Source: an optimization exercise on an open RTL-to-GDS flow (aim: small area). Production flows keep margins and buffers that such runs may drop. Function was checked by simulation only, so behaviour that the tests miss may differ from the original. Power figures rest on the tool's default switching activity, not on a simulated workload.

### flow/run.sh
#!/bin/bash
# Own layout flow: the standard flow (standard.sh) with three changes:
#  - the weight memory's read multiplexer (module rdmux) and its write logic (module wrlogic)
#    are given as hand-built gate-level netlists (flow/gen_rdmux.py, flow/gen_wrlogic.py)
#    instead of being synthesised by ABC;
#  - the clock tree uses no dummy loads;
#  - ports are buffered with the smallest buffer.
# Each tool's output goes to a log file of its own in this folder (and ORFS's logs under orfs/).
set -euo pipefail
W=$PWD
python3 flow/gen_rdmux.py > rdmux_gl.v 2> gen_rdmux.log
python3 flow/gen_wrlogic.py > wrlogic_gl.v 2> gen_wrlogic.log
python3 flow/swap_modules.py design.v rdmux_gl.v wrlogic_gl.v > design_own.v 2> swap_modules.log
{
  echo "set ::own_abc {${OWN_ABC-&get -n; &st; &dch; &nf -R 1000; &put}}"
  cat flow/own_abc.tcl
  echo "source $W/synth_recipe.tcl"
} > own_synth.tcl
bash standard.sh VERILOG_FILES=$W/design_own.v SYNTH_SCRIPT=$W/own_synth.tcl \
  "CTS_ARGS=-sink_clustering_enable -repair_clock_nets -dont_use_dummy_load" \
  "BUFFER_PORTS_ARGS=-buffer_cell sky130_fd_sc_hd__buf_1" \
  "${@:-finish}" > standard.log 2>&1
### flow/gen_rdmux.py
#!/usr/bin/env python3
"""Writes a gate-level sky130hd netlist of module rdmux (q = d[a*32 +: 32], 128 words of 32
bits): a one-hot decode of a, then per bit a222oi gates over three words each and a
NAND/NOR tree. Usage: gen_rdmux.py > rdmux_gl.v"""
P = "sky130_fd_sc_hd__"
out = []
n = [0]
def cell(kind, pins):
    n[0] += 1
    conns = ", ".join(f".{k}({v})" for k, v in pins.items())
    out.append(f"  {P}{kind} g{n[0]} ({conns});")

out.append("module rdmux(d, a, q);")
out.append("  input [4095:0] d;")
out.append("  input [6:0] a;")
out.append("  output [31:0] q;")
out.append("  wire [6:0] an;")
out.append("  wire [7:0] hin;")
out.append("  wire [15:0] lon;")
out.append("  wire [127:0] sel;")
for i in range(7):
    cell("inv_1", {"A": f"a[{i}]", "Y": f"an[{i}]"})
def lit(i, v):
    return f"a[{i}]" if v else f"an[{i}]"
for h in range(8):
    cell("nand3_1", {"A": lit(4, h & 1), "B": lit(5, (h >> 1) & 1), "C": lit(6, (h >> 2) & 1), "Y": f"hin[{h}]"})
for l in range(16):
    cell("nand4_1", {"A": lit(0, l & 1), "B": lit(1, (l >> 1) & 1), "C": lit(2, (l >> 2) & 1),
                     "D": lit(3, (l >> 3) & 1), "Y": f"lon[{l}]"})
for w in range(128):
    cell("nor2_2", {"A": f"hin[{w >> 4}]", "B": f"lon[{w & 15}]", "Y": f"sel[{w}]"})

def tree_and_low(sigs, b, lvl):
    """sigs are active-low partial ORs; returns net that is the active-high OR (nand tree)
    when lvl is even, alternating nand/nor."""
    while len(sigs) > 1:
        nxt = []
        for k in range(0, len(sigs), 4):
            grp = sigs[k:k + 4]
            net = f"t{b}_{lvl}_{k // 4}"
            out.append(f"  wire {net};")
            if len(grp) == 1:
                # pass through with an inverter pair is wasteful; invert once and flip the level
                kind = "inv_1"
                cell(kind, {"A": grp[0], "Y": net})
            else:
                base = "nand" if lvl % 2 == 0 else "nor"
                kind = f"{base}{len(grp)}_1"
                names = "ABCD"
                cell(kind, {**{names[j]: grp[j] for j in range(len(grp))}, "Y": net})
            nxt.append(net)
        sigs = nxt
        lvl += 1
    return sigs[0], lvl

for b in range(32):
    ys = []
    for g in range(0, 128, 3):
        ws = list(range(g, min(g + 3, 128)))
        y = f"y{b}_{g // 3}"
        out.append(f"  wire {y};")
        names = ["A", "B", "C"]
        pins = {}
        for j, w in enumerate(ws):
            pins[f"{names[j]}1"] = f"d[{w * 32 + b}]"
            pins[f"{names[j]}2"] = f"sel[{w}]"
        pins["Y"] = y
        cell("a222oi_1" if len(ws) == 3 else "a22oi_1", pins)
        ys.append(y)
    net, lvl = tree_and_low(ys, b, 0)
    # after an odd number of levels the net is active-high
    assert lvl % 2 == 1, lvl
    out.append(f"  assign q[{b}] = {net};")
out.append("endmodule")
print("\n".join(out))
### flow/gen_wrlogic.py
#!/usr/bin/env python3
"""Writes a gate-level sky130hd netlist of module wrlogic: the word address
wa = {~input_addr[6:2], input_addr[1:0]} is predecoded into wa[6:4] (8 lines, with wr_en) and
wa[3:0] (16 lines); each word gets a write enable we (nor2) and its complement nwe (nand2),
and each bit one a22o: d = (q & nwe) | (din & we). Usage: gen_wrlogic.py > wrlogic_gl.v"""
P = "sky130_fd_sc_hd__"
out = ["module wrlogic(q, din, wr_en, input_addr, d);",
       "  input [4095:0] q;", "  input [31:0] din;", "  input wr_en;", "  input [6:0] input_addr;",
       "  output [4095:0] d;",
       "  wire [6:0] ian;", "  wire [7:0] hin, hip;", "  wire [15:0] lon, lop;",
       "  wire [127:0] we, nwe;"]
n = [0]
def cell(kind, pins):
    n[0] += 1
    out.append(f"  {P}{kind} w{n[0]} (" + ", ".join(f".{k}({v})" for k, v in pins.items()) + ");")
for i in range(7):
    cell("inv_1", {"A": f"input_addr[{i}]", "Y": f"ian[{i}]"})
def wa_lit(i, v):
    # wa[i] = ~input_addr[i] for i >= 2, input_addr[i] for i < 2; literal "wa[i] == v"
    inv = i >= 2
    pos = f"input_addr[{i}]"
    neg = f"ian[{i}]"
    want_true_ia = (v == 1) != inv
    return pos if want_true_ia else neg
for h in range(8):
    cell("nand4_1", {"A": "wr_en", "B": wa_lit(4, h & 1), "C": wa_lit(5, (h >> 1) & 1), "D": wa_lit(6, (h >> 2) & 1), "Y": f"hin[{h}]"})
    cell("inv_2", {"A": f"hin[{h}]", "Y": f"hip[{h}]"})
for l in range(16):
    cell("nand4_1", {"A": wa_lit(0, l & 1), "B": wa_lit(1, (l >> 1) & 1), "C": wa_lit(2, (l >> 2) & 1), "D": wa_lit(3, (l >> 3) & 1), "Y": f"lon[{l}]"})
    cell("inv_1", {"A": f"lon[{l}]", "Y": f"lop[{l}]"})
for w in range(128):
    cell("nor2_2", {"A": f"hin[{w >> 4}]", "B": f"lon[{w & 15}]", "Y": f"we[{w}]"})
    cell("nand2_2", {"A": f"hip[{w >> 4}]", "B": f"lop[{w & 15}]", "Y": f"nwe[{w}]"})
for w in range(128):
    for b in range(32):
        i = w * 32 + b
        cell("a22o_1", {"A1": f"q[{i}]", "A2": f"nwe[{w}]", "B1": f"din[{b}]", "B2": f"we[{w}]", "X": f"d[{i}]"})
out.append("endmodule")
print("\n".join(out))
### flow/own_abc.tcl
# With ::own_abc set, ABC runs that script instead of the flow's.
proc abc {args} {
  set i [lsearch $args -script]
  if {$i >= 0 && $::own_abc ne ""} {
    set f [open $::env(OBJECTS_DIR)/own.abc w]
    puts $f $::own_abc
    close $f
    lset args [expr {$i + 1}] $::env(OBJECTS_DIR)/own.abc
  }
  yosys abc {*}$args
}
### flow/swap_modules.py
#!/usr/bin/env python3
"""swap_modules.py DESIGN GATELEVEL...: prints DESIGN with each behavioural module that a
GATELEVEL file defines replaced by that file's gate-level module."""
import re, sys
src = open(sys.argv[1]).read()
for f in sys.argv[2:]:
    gl = open(f).read()
    name = re.search(r"^\s*module\s+(\w+)", gl, re.M).group(1)
    m = re.search(r"^\s*module\s+" + name + r"\b.*?^\s*endmodule\b", src, re.S | re.M)
    if not m:
        sys.exit(f"no module {name} in {sys.argv[1]}")
    src = src[:m.start()] + "\n" + gl + "\n" + src[m.end():]
print(src)
### standard.sh
#!/bin/bash
# synth_recipe.tcl (not shown) runs the flow's synth.tcl, then flattens the netlist and writes it again
# the make line also repeats each setting of config.mk as NAME=value (left out here)
make -C /OpenROAD-flow-scripts/flow DESIGN_CONFIG=/design/flow/config.mk WORK_HOME=/design/flow/orfs CLKGATE_MAP_FILE= SYNTH_SCRIPT=/design/flow/synth_recipe.tcl "${@:-finish}"
### config.mk
export PLATFORM = sky130hd
export DESIGN_NAME = total
export DESIGN_NICKNAME = total
export VERILOG_FILES = /design/flow/design.v
export SDC_FILE = /design/flow/constraint.sdc
export NUM_CORES = 4
export LEC_CHECK = 0
export CAP_MARGIN = 20
export CORE_MARGIN = 2
export CORE_UTILIZATION = 50
export SLEW_MARGIN = 20
export SYNTH_HIERARCHICAL = 1
### constraint.sdc
create_clock -name core_clock -period 10.0 [get_ports {clk}]
set_input_delay 2.0000 -clock core_clock [delete_from_list [all_inputs] [get_ports {clk}]]
set_output_delay 2.0000 -clock core_clock [all_outputs]
set_load 0.01 [all_outputs]
### design.v
module total(
    clk,
    rst,
    state,
    spike_stream_in,
    rf_setting,
    input_addr,
    DIN,
    wr_en,
    cur_voltage_1,
    cur_voltage_2,
    cur_voltage_3,
    cur_voltage_4,
    cur_voltage_5,
    cur_voltage_6,
    cur_voltage_7,
    cur_voltage_8,
    cur_voltage_9,
    cur_voltage_10,
    cur_voltage_11,
    cur_voltage_12,
    cur_voltage_13,
    cur_voltage_14,
    cur_voltage_15,
    cur_voltage_16,
    cur_voltage_17,
    cur_voltage_18,
    cur_voltage_19,
    cur_voltage_20,
    cur_voltage_21,
    cur_voltage_22,
    cur_voltage_23,
    cur_voltage_24,
    cur_voltage_25,
    cur_voltage_26,
    cur_voltage_27,
    cur_voltage_28,
    cur_voltage_29,
    cur_voltage_30,
    cur_voltage_31,
    cur_voltage_32
);
input clk;
input rst;
input [2:0] state;
input [31:0] spike_stream_in;
input [127:0] rf_setting;
input [6:0] input_addr;
input [31:0] DIN;
input wr_en;
output [7:0] cur_voltage_1;
output [7:0] cur_voltage_2;
output [7:0] cur_voltage_3;
output [7:0] cur_voltage_4;
output [7:0] cur_voltage_5;
output [7:0] cur_voltage_6;
output [7:0] cur_voltage_7;
output [7:0] cur_voltage_8;
output [7:0] cur_voltage_9;
output [7:0] cur_voltage_10;
output [7:0] cur_voltage_11;
output [7:0] cur_voltage_12;
output [7:0] cur_voltage_13;
output [7:0] cur_voltage_14;
output [7:0] cur_voltage_15;
output [7:0] cur_voltage_16;
output [7:0] cur_voltage_17;
output [7:0] cur_voltage_18;
output [7:0] cur_voltage_19;
output [7:0] cur_voltage_20;
output [7:0] cur_voltage_21;
output [7:0] cur_voltage_22;
output [7:0] cur_voltage_23;
output [7:0] cur_voltage_24;
output [7:0] cur_voltage_25;
output [7:0] cur_voltage_26;
output [7:0] cur_voltage_27;
output [7:0] cur_voltage_28;
output [7:0] cur_voltage_29;
output [7:0] cur_voltage_30;
output [7:0] cur_voltage_31;
output [7:0] cur_voltage_32;
wire accu = (state == 3'd2);
reg p1, p2;               
reg [31:0] shift_reg;     
reg [3:0] pair;           
wire shift_en;
always @(posedge clk) begin
    if (~rst) begin
        p1 <= 1'b0;
        p2 <= 1'b0;
        shift_reg <= 32'd0;
        pair <= 4'd0;
    end else begin
        p1 <= accu;
        p2 <= p1;
        if (!accu) begin
            shift_reg <= 32'd0;
            pair <= 4'd0;
        end else if (!p2) begin
            shift_reg <= spike_stream_in;
            pair <= 4'd0;
        end else if (shift_en) begin
            shift_reg <= {2'b00, shift_reg[31:2]};
            pair <= pair + 4'd1;
        end
    end
end
wire [1:0] spike = shift_reg[1:0];
reg [127:0] rf;
reg rf_valid;             
always @(posedge clk) begin
    if (state == 3'd1) rf <= rf_setting;
end
always @(posedge clk) begin
    if (~rst) rf_valid <= 1'b0;
    else if (state == 3'd1) rf_valid <= 1'b1;
end
wire [7:0] rf_pair = rf[pair * 8 +: 8];
wire [3:0] GS_code_0 = (accu && spike[0] && rf_valid) ? rf_pair[3:0] : 4'd0;
wire [3:0] GS_code_1 = (accu && spike[1] && rf_valid) ? rf_pair[7:4] : 4'd0;
wire [2:0] GS_num_0 = GS_code_0[0] + GS_code_0[1] + GS_code_0[2] + GS_code_0[3];
wire [2:0] GS_num_1 = GS_code_1[0] + GS_code_1[1] + GS_code_1[2] + GS_code_1[3];
wire [3:0] GS_num_tot = GS_num_0 + GS_num_1;
wire tot_zero = (GS_num_tot == 4'd0);
reg shift_en_1;
reg sram_access;
reg [3:0] sram_access_cnt;
reg [1:0] cnt_2;
reg [6:0] syn_addr;
assign shift_en = shift_en_1 | tot_zero;
reg shift_en_tmp, sram_access_tmp;
reg [3:0] sram_access_cnt_tmp;
always @(*) begin
    if (!accu || tot_zero) begin
        shift_en_tmp = 1'b0;
        sram_access_tmp = 1'b0;
        sram_access_cnt_tmp = 4'd0;
    end else if ({1'b0, sram_access_cnt} + 5'd1 == {1'b0, GS_num_tot}) begin
        shift_en_tmp = 1'b1;
        sram_access_tmp = 1'b1;
        sram_access_cnt_tmp = sram_access_cnt + 4'd1;
    end else if (sram_access_cnt == GS_num_tot) begin
        shift_en_tmp = 1'b0;
        sram_access_tmp = 1'b0;
        sram_access_cnt_tmp = 4'd0;
    end else begin
        shift_en_tmp = 1'b0;
        sram_access_tmp = 1'b1;
        sram_access_cnt_tmp = sram_access_cnt + 4'd1;
    end
end
reg [4:0] cnt_1_tmp;
reg [1:0] cnt_2_tmp;
wire [4:0] rf_addr = {pair, 1'b0};
always @(*) begin
    if (!accu || !sram_access_tmp) begin
        cnt_1_tmp = 5'd0;
        cnt_2_tmp = 2'd0;
    end else if (spike[0] && GS_num_0 != 3'd0 && {1'b0, sram_access_cnt_tmp} <= {2'b00, GS_num_0}) begin
        cnt_1_tmp = rf_addr;
        cnt_2_tmp = sram_access ? cnt_2 + 2'd1 : 2'd0;
    end else if (spike[0] && GS_num_0 != 3'd0 && {1'b0, sram_access_cnt_tmp} == {2'b00, GS_num_0} + 5'd1) begin
        cnt_1_tmp = rf_addr + 5'd1;
        cnt_2_tmp = 2'd0;
    end else if (sram_access_cnt_tmp <= GS_num_tot) begin
        cnt_1_tmp = rf_addr + 5'd1;
        cnt_2_tmp = sram_access ? cnt_2 + 2'd1 : 2'd0;
    end else begin
        cnt_1_tmp = 5'd0;
        cnt_2_tmp = 2'd0;
    end
end
always @(posedge clk) begin
    if (~rst) begin
        shift_en_1 <= 1'b0;
        sram_access <= 1'b0;
        sram_access_cnt <= 4'd0;
        cnt_2 <= 2'd0;
        syn_addr <= 7'd0;
    end else begin
        shift_en_1 <= shift_en_tmp;
        sram_access <= sram_access_tmp;
        sram_access_cnt <= sram_access_cnt_tmp;
        cnt_2 <= cnt_2_tmp;
        syn_addr <= {cnt_1_tmp, cnt_2_tmp};
    end
end
wire [7:0] GS_code = {GS_code_0, GS_code_1};
reg [7:0] syn_en;
reg [7:0] syn_en_tmp;
wire [7:0] below = (syn_en == 8'd0) ? 8'hff : (syn_en - 8'd1);
wire [7:0] cand = GS_code & below;
integer j;
always @(*) begin
    syn_en_tmp = 8'd0;
    if (accu)
        for (j = 0; j < 8; j = j + 1)
            if (cand[j]) syn_en_tmp = 8'd1 << j;
end
always @(posedge clk) begin
    if (~rst) syn_en <= 8'd0;
    else syn_en <= syn_en_tmp;
end
reg [31:0] mem [0:127];
wire [4095:0] mem_flat;
wire [4095:0] mem_next;
genvar w;
generate
    for (w = 0; w < 128; w = w + 1) begin : word
        assign mem_flat[w * 32 +: 32] = mem[w];
        always @(posedge clk)
            mem[w] <= mem_next[w * 32 +: 32];
    end
endgenerate
wrlogic u_wrlogic(.q(mem_flat), .din(DIN), .wr_en(wr_en), .input_addr(input_addr), .d(mem_next));
reg [6:0] rd_addr;
reg [3:0] grp_en;         
always @(posedge clk) begin
    rd_addr <= syn_addr;
    if (~rst) grp_en <= 4'd0;
    else grp_en <= {4{sram_access}} &
        {syn_en[0] | syn_en[4], syn_en[1] | syn_en[5], syn_en[2] | syn_en[6], syn_en[3] | syn_en[7]};
end
wire [31:0] DOUT;
rdmux u_rdmux(.d(mem_flat), .a(rd_addr), .q(DOUT));
reg [7:0] acc [0:31];
genvar n;
generate
    for (n = 0; n < 32; n = n + 1) begin : unit
        always @(posedge clk)
            if (~rst) acc[n] <= 8'd0;
            else acc[n] <= acc[n] + (grp_en[n / 8] ? DOUT[31 - 4 * (n % 8) -: 4] : 4'd0);
    end
endgenerate
assign cur_voltage_1 = acc[0];
assign cur_voltage_2 = acc[1];
assign cur_voltage_3 = acc[2];
assign cur_voltage_4 = acc[3];
assign cur_voltage_5 = acc[4];
assign cur_voltage_6 = acc[5];
assign cur_voltage_7 = acc[6];
assign cur_voltage_8 = acc[7];
assign cur_voltage_9 = acc[8];
assign cur_voltage_10 = acc[9];
assign cur_voltage_11 = acc[10];
assign cur_voltage_12 = acc[11];
assign cur_voltage_13 = acc[12];
assign cur_voltage_14 = acc[13];
assign cur_voltage_15 = acc[14];
assign cur_voltage_16 = acc[15];
assign cur_voltage_17 = acc[16];
assign cur_voltage_18 = acc[17];
assign cur_voltage_19 = acc[18];
assign cur_voltage_20 = acc[19];
assign cur_voltage_21 = acc[20];
assign cur_voltage_22 = acc[21];
assign cur_voltage_23 = acc[22];
assign cur_voltage_24 = acc[23];
assign cur_voltage_25 = acc[24];
assign cur_voltage_26 = acc[25];
assign cur_voltage_27 = acc[26];
assign cur_voltage_28 = acc[27];
assign cur_voltage_29 = acc[28];
assign cur_voltage_30 = acc[29];
assign cur_voltage_31 = acc[30];
assign cur_voltage_32 = acc[31];
endmodule
module rdmux(
    input [4095:0] d,
    input [6:0] a,
    output [31:0] q
);
reg [31:0] t;
integer w;
always @(*) begin
    t = 32'd0;
    for (w = 0; w < 128; w = w + 1)
        if (a == w) t = t | d[w * 32 +: 32];
end
assign q = t;
endmodule
module wrlogic(
    input [4095:0] q,
    input [31:0] din,
    input wr_en,
    input [6:0] input_addr,
    output [4095:0] d
);
wire [6:0] wa = {~input_addr[6:2], input_addr[1:0]};
genvar w;
generate
    for (w = 0; w < 128; w = w + 1) begin : word
        wire we = wr_en & (wa == w);
        assign d[w * 32 +: 32] = (q[w * 32 +: 32] & {32{~we}}) | (din & {32{we}});
    end
endgenerate
endmodule
==> results_dict.tcl <==
set metrics [dict create \
    drive_gt1_frac 0.100 \
    switching_share 0.227 \
    mostFrequentLayoutCells "dfxtp_1 (4421), a22o_1 (4096), a222oi_1 (1344)" \
    antenna_found_initial 37 \
    stdcell_area_um2 180000 \
    ys_seq_area_frac 0.585 \
    postSynth.asyncResetShare 0 \
    netlist_area_um2 158000 \
    grtUsageTotal 0.390 \
    reg.largest.list "mem x4096, acc x256, rf x128" \
    combPwrFrac 0.057 \
    largest_register_ffs 4096 \
    holdPathStages 1 \
    num_rows 206 \
    ctsHoldBuffers 0 \
    grt_overflow 0 \
    first_global_vias 131352 \
    nNetsFinal 14186 \
    clock_path_buffers 4 \
    setup_tns_ns 0 \
    syn_area_per_cell_um2 12.6 \
    finalCriticalPeriod_ns 6.99 \
    start_util 0.502 \
    start_kind "flop" \
    hold_viol 0 \
    cts_root_buf "clkbuf_16" \
    crit_chain "inv_1 > nand4_1 > buf_4 > nor2_2 > buf_4 > a222oi_1 > nand4_1 > nor4_2 > nand3_1 > and2_0 > ha_1 > nand3_1 > nand2_1 > a21oi_1 > nor2b_1 > nand3_1 > xor2_1 > nor2_1" \
    gp_congestion 0.921 \
    critical_path_class "flop to flop" \
    ir_drop_uv 168 \
    cap_violations 0 \
    ff2ff_path_depth 18 \
    largest-register "mem" \
    status "no timing/DRC/antenna violations" \
    clk_latency_ns 1.01 \
    cts.sinks 4551 \
    post_cts_resize_count 0 \
    grt_pass1_wl_um 935000 \
    dpl-instance-area_um2 168000 \
    slowest_stage "nor4_2" \
    cp.arrival_ns 7.79 \
    clk_pin_slew_ns 0.06 \
    power.density_nw_per_um2 207 \
    vias 134869 \
    cp_common_cell "nand3_1" \
    min_path_type "flop to flop" \
    synth_flop_cell "dfxtp_1" \
    tritoncts "built" \
    die_x_um 566 \
    core-area_um2 315000 \
    first_iter_violations 21370 \
    p_int_uw 28800 \
    critical_path.max_stage_delay_ns 1.15 \
    synthTopCellsByArea "dfxtp_1 (56%), a22o_1 (23%), a222oi_1 (8.5%)" \
    port_buffers 460 \
    timing.final.crit_share 0.699 \
    viasPerCell 7.50 \
    post-dp-hpwl_um 385000 \
    ioPinCount 461 \
    synth_cell_types 41 \
    clockPowerShare 0.394 \
    yosysTopAreaCellShare 0.561 \
    crit_required_ns 10.80 \
    syn-num-nets 12876 \
    worst_setup_path_end_kind "flop" \
    rsz0062_at_grt "false" \
    synth_edf_count 128 \
    drtAntennaViolNets 0 \
    setup_viol 0 \
    fin_skew_ns 0.0703 \
    syn_inst 12492 \
    power_leakage_uw 0.0672 \
    mostFrequentLayoutCell "dfxtp_1" \
    ys_ff_latch 4551 \
    area_growth_pct 14.0 \
    slew_viol_final 0 \
    p_seq_frac 0.548 \
    finalWirelength_um 658000 \
    switching_power_uw 8460 \
    max_freq_mhz 143 \
    dieHeight_um 566 \
    synth_warnings 9 \
    postCtsSetupBuffers 0 \
    cp_max_fo 18 \
    die-area_um2 320000 \
    drc 0 \
    grt_max_degree 97 \
    drt-pass1-iter-count 12 \
    relSlewSlack 0.165 \
    timing_worst_slew_pin_value_ns 1.25 \
    htreeDepth 5 \
    cts_made_buffers 461 \
    yosysTopAreaCell "dfxtp_1" \
    wl_per_cell_um 36.6 \
]
-- metrics by stage --
step | setup WS, ns | util | hold WS (ns) | std cells | power [uW]
after floorplan | 2.48 | - | 0.310 | 12492 | 21900
after global placement | 2.13 | 0.535 | 0.433 | 17491 | 22700
after detailed placement | 2.13 | 0.535 | 0.426 | 17494 | 22900
after CTS | 3.12 | 0.572 | 0.452 | 17955 | 37300
after global routing | 2.71 | 0.572 | 0.473 | 17967 | 38300
final | 3.01 | 0.572 | 0.446 | 17982 | 37300
-- routing by layer --
metal	track usage	up-vias	wire [um]
met5	0	-	74
met4	0.268	12	51000
met3	0.122	1839	82900
met2	0.576	9092	278000
met1	0.485	68065	246000
li1	-	55861	-
-- per-module statistics from Yosys (local to each module, per instance) --
module	cells	area (um^2)	times used
total	6038	102000	1
wrlogic	4407	37700	1
rdmux	2047	17800	1
-- power by group through the flow --
stage | clock network (uW) | logic [uW] | registers [uW]
after global placement | 0 | 2000 | 20700
after floorplan | 0 | 1340 | 20600
after CTS | 14800 | 2100 | 20400
final | 14700 | 2140 | 20400
after detailed placement | 0 | 2090 | 20800
after global routing | 15500 | 2260 | 20600
-- final timing paths --
| check | from | to | slack [ns] |
|---|---|---|---|
| setup / recovery | rd_addr[2] | acc[15][7] | 3.01 |
| hold / removal | p1 | p2 | 0.45 |
| setup reg to reg | rd_addr[2] | acc[15][7] | 3.01 |
| hold reg to reg | p1 | p2 | 0.45 |
-- layout make-up --
cell class / count / area (um^2)
multi-input combinational: 7756 / 65200
timing repair buffer: 879 / 5050
sequential: 4551 / 92400
fill: 25526 / 135000
inverter: 153 / 579
tap: 4160 / 5200
antenna: 22 / 55.1
clock buffer: 461 / 11500
-- cell families after synthesis --
group | share of synthesized area
AND/OR/NAND/NOR | 0.0549
buffers and inverters | 0.00516
AO/OA/AOI/OAI | 0.326
multiplexers | 0.00528
flip-flops | 0.585
adder cells (fa/ha/maj) | 0.0159
XOR/XNOR | 0.00826
-- synth_stat cells, drive strengths merged (108+ instances only) --
master     n
ha       142
a22o    4096
nand2    244
edfxtp   128
xor2     108
dfxtp   4423
nand4    362
a21oi    198
nor2     457
nand3    202
and2     132
o21ai    114
a222oi  1344
clkinv   115
-- critical path, delay by kind of cell, from the launching register on --
kind / cells / cell delay [ns]
compound gates: 2 / 0.43
xor+xnor: 1 / 0.15
fa+ha+maj: 1 / 0.34
buf+inv: 3 / 0.87
flops: 1 / 0.49
simple gates: 11 / 4.50

[afterwards: timing with drivers on the ports]
Ports are ideal in the flow. The routed layout listed here was re-timed in OpenROAD.
Step 1: set_driving_cell puts a clkbuf_16 on clk and a buf_2 on each other input, an assumption about the parent block.
Step 2, shift: input delay + t, output delay - t, t = (earliest + latest rising clock arrival at the registers) / 2. This alone moves slack from input paths to output paths.
Three values: ideal, step 1, step 2; two values: the first two.
t (ns): 1.077
setup WS [ns]: 3.010 / 3.010 / 2.212
clock arrival spread, ns: 0.101 / 0.101
After both steps setup and hold are still met in this run. The setup slack of this run moves by 0.000 ns with the drivers and by -0.798 ns with both steps.
